This is an optimization exercise on Yosys and OpenROAD, whose aim is small area, a short achievable clock period and few clock cycles per item, not a production implementation. Only simulation tests tie the RTL to the original design; equivalence was not proved. Power and IR drop assume default switching activity.

--- flow/constraint.sdc ---
create_clock -name core_clock -period 7.0 [get_ports {clk}]
set_input_delay 1.4000 -clock core_clock [delete_from_list [all_inputs] [get_ports {clk}]]
set_output_delay 1.4000 -clock core_clock [all_outputs]
set_load 0.01 [all_outputs]
--- flow/config.mk ---
export PLATFORM = sky130hd
export DESIGN_NAME = booth_radix8_multiplier
export DESIGN_NICKNAME = booth_radix8_multiplier
export VERILOG_FILES = /design/flow/design.v
export SDC_FILE = /design/flow/constraint.sdc
export NUM_CORES = 4
export LEC_CHECK = 0
export CAP_MARGIN = 20
export CORE_MARGIN = 2
export CORE_UTILIZATION = 40
export SLEW_MARGIN = 20
--- flow/run.sh ---
#!/bin/bash
# synth_recipe.tcl (not shown) runs the flow's synth.tcl, then flattens the netlist and writes it again
# the make line also repeats each setting of config.mk as NAME=value (left out here)
make -C /OpenROAD-flow-scripts/flow DESIGN_CONFIG=/design/flow/config.mk WORK_HOME=/design/flow/orfs CLKGATE_MAP_FILE= SYNTH_SCRIPT=/design/flow/synth_recipe.tcl finish
--- flow/design.v ---
`timescale 1ns / 1ps
`default_nettype none
module booth_mult8 (
    input  wire                  clk,
    input  wire                  rst_n,
    input  wire                  start,
    input  wire signed [7:0]     multiplicand,
    input  wire signed [7:0]     multiplier,
    input  wire [1:0]            sign_mode,
    output wire signed [15:0]    product,
    output wire                  done
);
    localparam integer WIDTH = 8;
    localparam integer SHIFT_BITS = 9;
    localparam integer ACC_WIDTH = 11;
    localparam integer REG_WIDTH = 21;
    reg active;
    reg signed [REG_WIDTH-1:0] prod_reg;
    reg [3:0] iter_shift;
    reg signed [ACC_WIDTH-1:0] m_3x_reg;
    reg signed [ACC_WIDTH-1:0] mcand_ext_reg;
    wire sign_bit_a = sign_mode[1] & multiplicand[WIDTH-1];
    wire signed [ACC_WIDTH-1:0] mcand_extended = { {(ACC_WIDTH-WIDTH){sign_bit_a}}, multiplicand };
    wire signed [ACC_WIDTH-1:0] calc_3x = mcand_extended + (mcand_extended <<< 1);
    wire sign_bit_b = sign_mode[0] & multiplier[WIDTH-1];
    wire [REG_WIDTH-1:0] prod_reg_init = {
        {ACC_WIDTH{1'b0}},
        {(SHIFT_BITS-WIDTH){sign_bit_b}},
        multiplier,
        1'b0
    };
    wire [3:0] booth_bits = prod_reg[3:0];
    wire signed [ACC_WIDTH-1:0] acc_upper = prod_reg[REG_WIDTH-1 : SHIFT_BITS+1];
    reg sel_1x, sel_2x, sel_3x, sel_4x;
    always @(*) begin
        sel_1x = (booth_bits == 4'b0001) || (booth_bits == 4'b0010) ||
                 (booth_bits == 4'b1101) || (booth_bits == 4'b1110);
        sel_2x = (booth_bits == 4'b0011) || (booth_bits == 4'b0100) ||
                 (booth_bits == 4'b1011) || (booth_bits == 4'b1100);
        sel_3x = (booth_bits == 4'b0101) || (booth_bits == 4'b0110) ||
                 (booth_bits == 4'b1001) || (booth_bits == 4'b1010);
        sel_4x = (booth_bits == 4'b0111) || (booth_bits == 4'b1000);
    end
    wire inv = booth_bits[3] & ~(&booth_bits[2:0]);
    wire signed [ACC_WIDTH-1:0] m_1x = mcand_ext_reg;
    wire signed [ACC_WIDTH-1:0] m_2x = mcand_ext_reg <<< 1;
    wire signed [ACC_WIDTH-1:0] m_4x = mcand_ext_reg <<< 2;
    reg signed [ACC_WIDTH-1:0] mag_sel;
    always @(*) begin
        mag_sel = ({ACC_WIDTH{sel_1x}} & m_1x) |
                  ({ACC_WIDTH{sel_2x}} & m_2x) |
                  ({ACC_WIDTH{sel_3x}} & m_3x_reg) |
                  ({ACC_WIDTH{sel_4x}} & m_4x);
    end
    wire signed [ACC_WIDTH-1:0] operand_inv = mag_sel ^ {ACC_WIDTH{inv}};
    wire signed [ACC_WIDTH-1:0] sum_result  = acc_upper + operand_inv + { {(ACC_WIDTH-1){1'b0}}, inv };
    assign done = iter_shift[0] && active;
    assign product = prod_reg[16:1];
    always @(posedge clk or negedge rst_n) begin
        if (!rst_n) begin
            active         <= 1'b0;
            iter_shift     <= 4'b0;
            prod_reg       <= {REG_WIDTH{1'b0}};
            m_3x_reg       <= {ACC_WIDTH{1'b0}};
            mcand_ext_reg  <= {ACC_WIDTH{1'b0}};
        end else begin
            if (active) begin
                if (iter_shift[0]) begin
                    active <= 1'b0;
                end else begin
                    prod_reg   <= { {3{sum_result[ACC_WIDTH-1]}}, sum_result, prod_reg[SHIFT_BITS:3] };
                    iter_shift <= iter_shift >> 1;
                end
            end else if (start) begin
                active        <= 1'b1;
                iter_shift    <= 4'b1000;
                mcand_ext_reg <= mcand_extended;
                m_3x_reg      <= calc_3x;
                prod_reg      <= prod_reg_init;
            end
        end
    end
endmodule
`default_nettype wire
`timescale 1ns / 1ps
`default_nettype none
module booth_radix8_multiplier #(
    parameter integer WIDTH = 16
)(
    input  wire                         clk,
    input  wire                         rst_n,
    input  wire                         start,
    input  wire signed [WIDTH-1:0]      multiplicand,
    input  wire signed [WIDTH-1:0]      multiplier,
    input  wire [1:0]                   sign_mode,
    output reg  signed [2*WIDTH-1:0]    product,
    output reg                          done,
    output wire                         busy
);
    wire [7:0] a_low  = multiplicand[7:0];
    wire [7:0] a_high = multiplicand[15:8];
    wire [7:0] b_low  = multiplier[7:0];
    wire [7:0] b_high = multiplier[15:8];
    reg        mult_start;
    wire [3:0] mult_done;
    wire signed [15:0] p0, p1, p2, p3;
    localparam IDLE = 1'b0;
    localparam WAIT = 1'b1;
    reg state;
    reg [1:0] original_sign_mode;
    assign busy = (state != IDLE);
    booth_mult8 mult0 (
        .clk(clk), .rst_n(rst_n), .start(mult_start),
        .multiplicand(a_low), .multiplier(b_low), .sign_mode(2'b00),
        .product(p0), .done(mult_done[0])
    );
    booth_mult8 mult1 (
        .clk(clk), .rst_n(rst_n), .start(mult_start),
        .multiplicand(a_high), .multiplier(b_low), .sign_mode({original_sign_mode[1], 1'b0}),
        .product(p1), .done(mult_done[1])
    );
    booth_mult8 mult2 (
        .clk(clk), .rst_n(rst_n), .start(mult_start),
        .multiplicand(a_low), .multiplier(b_high), .sign_mode({1'b0, original_sign_mode[0]}),
        .product(p2), .done(mult_done[2])
    );
    booth_mult8 mult3 (
        .clk(clk), .rst_n(rst_n), .start(mult_start),
        .multiplicand(a_high), .multiplier(b_high), .sign_mode(original_sign_mode),
        .product(p3), .done(mult_done[3])
    );
    reg signed [31:0] result_temp;
    wire s1 = p1[15] & original_sign_mode[1];
    wire s2 = p2[15] & original_sign_mode[0];
    wire signed [17:0] sum_p1_p2 = {{2{s1}}, p1} + {{2{s2}}, p2};
    wire signed [23:0] base_upper = {p3, p0[15:8]};
    wire signed [23:0] mid_extended = {{6{sum_p1_p2[17]}}, sum_p1_p2};
    wire signed [23:0] res_upper = base_upper + mid_extended;
    always @(*) begin
        result_temp = {res_upper, p0[7:0]};
    end
    always @(posedge clk or negedge rst_n) begin
        if (!rst_n) begin
            state              <= IDLE;
            mult_start         <= 1'b0;
            done               <= 1'b0;
            product            <= 32'b0;
            original_sign_mode <= 2'b00;
        end else begin
            done <= 1'b0;
            case (state)
                IDLE: begin
                    if (start) begin
                        original_sign_mode <= sign_mode;
                        mult_start         <= 1'b1;
                        state              <= WAIT;
                    end
                end
                WAIT: begin
                    mult_start <= 1'b0;
                    if (&mult_done) begin
                        product <= result_temp;
                        done    <= 1'b1;
                        state   <= IDLE;
                    end
                end
            endcase
        end
    end
endmodule
`default_nettype wire
==> flow_summary.ini <==
[placement]
place_area_um2 = 15380
pre_cts_ws_ps = 2576
gp_congestion = 0.8613
port_buffers = 70
hpwl_um = 28280

[clock_network]
htree_levels = 4
cts_buffers = 17
insertion_delay_ps = 460
cts_buffer_depth = 2
cts_setup_buffers = 0
cts_tree = yes
cts_resized = 0
clkSlewWorstSetupHoldPaths_ps = 70
ctsHoldBuffers = 0
cts.sinks = 199
root_buffer = clkbuf_16

[synthesis]
synth_area_um2 = 14370
synth_compound_area_share_pct = 23.46
synthCells = 1663
synthTopCellsByArea = dfrtp_1 35%, nand2_1 7.5%, ha_1 6.5%
synth_top_area_cell = dfrtp_1
synth_edf_count = 0
synthSimpleGateAreaFrac_pct = 16.85
syn-num-nets = 1805
async_reset_ff_share_pct = 100.0
synthAdderAreaFrac_pct = 10.71
avgSynthCellArea_um2 = 8.640
synth-xor-area-share_pct = 4.694
seq_area_frac_synth_pct = 34.66
yosysUniqueCellTypes = 86
synthDominantCellAreaShare_pct = 34.66
ys.flop_type = dfrtp_1
yosys_register_bits = 199
yosys_warnings = 2
synth_top_family_by_area = compound AO/OA/AOI/OAI gates
netlist_top_cells_count = 286 x nand2_1, 199 x dfrtp_1, 150 x o21ai_0, 96 x a21oi_1, 81 x inv_1
muxShareOfSynthArea_pct = 4.877
synth.most_common_cell = nand2_1

[timing]
period_needed_ps = 4481
hold_slack_ps = 476.9
slew_headroom_pct = 34.67
slew_viol_final = 0
timing.final.crit_share_pct = 64.01
setup_tns_ps = 0
skew_ps = 10.98
rsz0062_at_grt = false
setup_slack_ps = 2519
worst_slew_pin_slew_ps = 979.9
fmax_mhz = 223.2
setup_viol = 0
hold_violations = 0

[grt]
met2_usage_pct = 31.18
grt_use_total_pct = 20.16
grt-busiest-layer = met2
overflow = 0
grt_max_degree = 76
antenna_found_initial = 0
use_met1_pct = 29.64
met3_usage_pct = 2.667
grt_pass1_wl_um = 61350
grt_pass1_vias = 11350

[critical_path]
reg2reg_slack_ps = 2520
arrival_ps = 4860
critPathKind = flop to flop
end_kind = flop
required_ps = 7380
worstPathMaxFanout = 20
crit_path_start_kind = flop

[cells_and_area]
fin_area_um2 = 15940
largest_reg_flops = 32
drive_above_1_share_pct = 5.145
n_fill_cell = 3496
top_register = product
multi_input_area_um2 = 8707
nNetsFinal = 1820
areaGrowthSynthToFinish_pct = 10.97
regArea_um2 = 4980
n_antenna_cell = 0

[power]
p_sw_share_pct = 49.25
p_int_mw = 4.689
p_leak_nw = 7.176
p_switching_mw = 4.551
p_seq_share_pct = 21.8
vdd_drop_max_mv = 0.2425
power.share.clock_pct = 10.7
combPwrFrac_pct = 67.5
power_per_cell_area_nw_per_um2 = 579.5

[floorplan]
pin_count = 71
die_height_um = 193.5
initial_core_util_pct = 40.49
fp-row-count = 69
dieArea_um2 = 37450
die_w_um = 193.5
core_area_um2 = 35480

[routing]
avgRoutedWirePerCell_um = 17.49
drt_wl_total_um = 37640
vias = 12100
drt-vias-per-instance = 5.621
drtIter0Drc = 902
dr.pass1.iters = 10
drc = 0
ant_nets = 0

[run_status]
status = timing/DRC/antenna clean

[worst_hold_path]
hp-class = flop to flop

[flow_run]
drv_cap = 0
worst paths after layout:
kind | from | end | cells past startpoint
max in group asynchronous | rst_n | mult1.m_3x_reg[5] | 2
setup / recovery | mult0.prod_reg[2] | mult0.prod_reg[19] | 15
hold / removal | product[12] | product[12] | 2
min in group asynchronous | rst_n | mult0.m_3x_reg[8] | 1
setup reg to reg | mult0.prod_reg[2] | mult0.prod_reg[19] | 15
hold reg to reg | product[12] | product[12] | 2
area by class of cell:
type / instances / area share, %
Clock buffer: 20 / 2.802
Clock inverter: 12 / 0.7298
Inverter: 86 / 2.025
Multi-Input combinational cell: 1292 / 54.61
Sequential cell: 199 / 31.23
Tap cell: 461 / 3.618
Timing Repair Buffer: 82 / 4.983
cell families after synthesis:
logic type / count (synthesis)
compound gates: 519
xor+xnor: 74
fa+ha+maj: 105
buf+inv: 172
flops: 199
mux: 67
simple gates: 527
cells in the final DEF, fill, tap and decap left out, drive strengths merged, types with 6 or more instances in the layout:
cell type / instances
nor2: 80
and2: 10
fa: 30
dfrtp: 199
o211ai: 6
nor2b: 33
clkdlybuf4s50: 69
nor4: 7
o21bai: 7
o21a: 13
nand2: 286
o221ai: 17
clkbuf: 21
inv: 89
a22oi: 21
ha: 75
nand2b: 25
or4: 6
a31oi: 11
a211o: 10
or3: 11
o22ai: 11
o31ai: 16
mux2: 18
buf: 12
a211oi: 13
a21oi: 96
xor2: 26
mux2i: 49
and3: 8
xnor2: 48
nand3: 24
a21o: 22
o21ai: 188
nor3: 15
a22o: 44
worst max-delay path: stages, from the launching register on:
cell	delay, ps
dfrtp_1	750
nor2b_1	710
nor2_8	130
mux2_4	340
a221oi_2	260
a21oi_1	100
a311o_1	360
a22o_1	210
ha_1	360
nand2b_1	100
a21oi_1	200
nor3_1	90
o31ai_1	270
xor2_1	120
or3_1	320
o21ai_1	70
power groups by stage:
stage / registers [mW] / clock network (mW) / logic, mW
floorplan: 1.68 / 0 / 5.15
global placement: 2.01 / 0 / 6.06
detailed placement: 2.02 / 0 / 6.16
CTS: 2.00 / 1.01 / 6.21
global route: 2.07 / 1.06 / 7.00
finish: 2.01 / 0.989 / 6.24
per-layer routing:
layer  vias up  share of wire, %
li1       5944                 -
met1      5861                50
met2       261                45
met3        31               3.5
met4         0               1.6
met5         -                 0
stage by stage:
step	utilization, %	power [mW]	std cells
global placement	43.35	8.070	2120
floorplan	-	6.833	1663
CTS	44.93	9.220	2152
finish	44.93	9.240	2152
global route	44.93	10.13	2152
detailed placement	43.35	8.182	2120
Testbench counts, summed over its fixed seeds: cycles 19,208, items 3,200.

[separate check: timing with driven ports]
How much do the figures lean on ideal ports? The routed layout below was timed once more, with nothing changed but the port constraints. Step 1, drivers: a clkbuf_16 drives clk and a buf_2 each remaining input, both assumed. Step 2, shift: input delay + t, output delay - t, t = (earliest + latest rising clock arrival at the registers) / 2. This alone moves slack from input paths to output paths. Slacks: no drivers / after step 1 / after step 2; pairs: no drivers / after step 1.
shift t [ns]: 0.504
setup slack, ns: 2.519 / 2.519 / 2.519
worst setup path at the end: register to register
latest minus earliest clock arrival (ns): 0.011 / 0.011
worst register clock-pin slew, ns: 0.08 / 0.08
After both steps this run still meets setup and hold. The setup slack of this run moves by 0.000 ns with the drivers and by 0.000 ns with both steps.
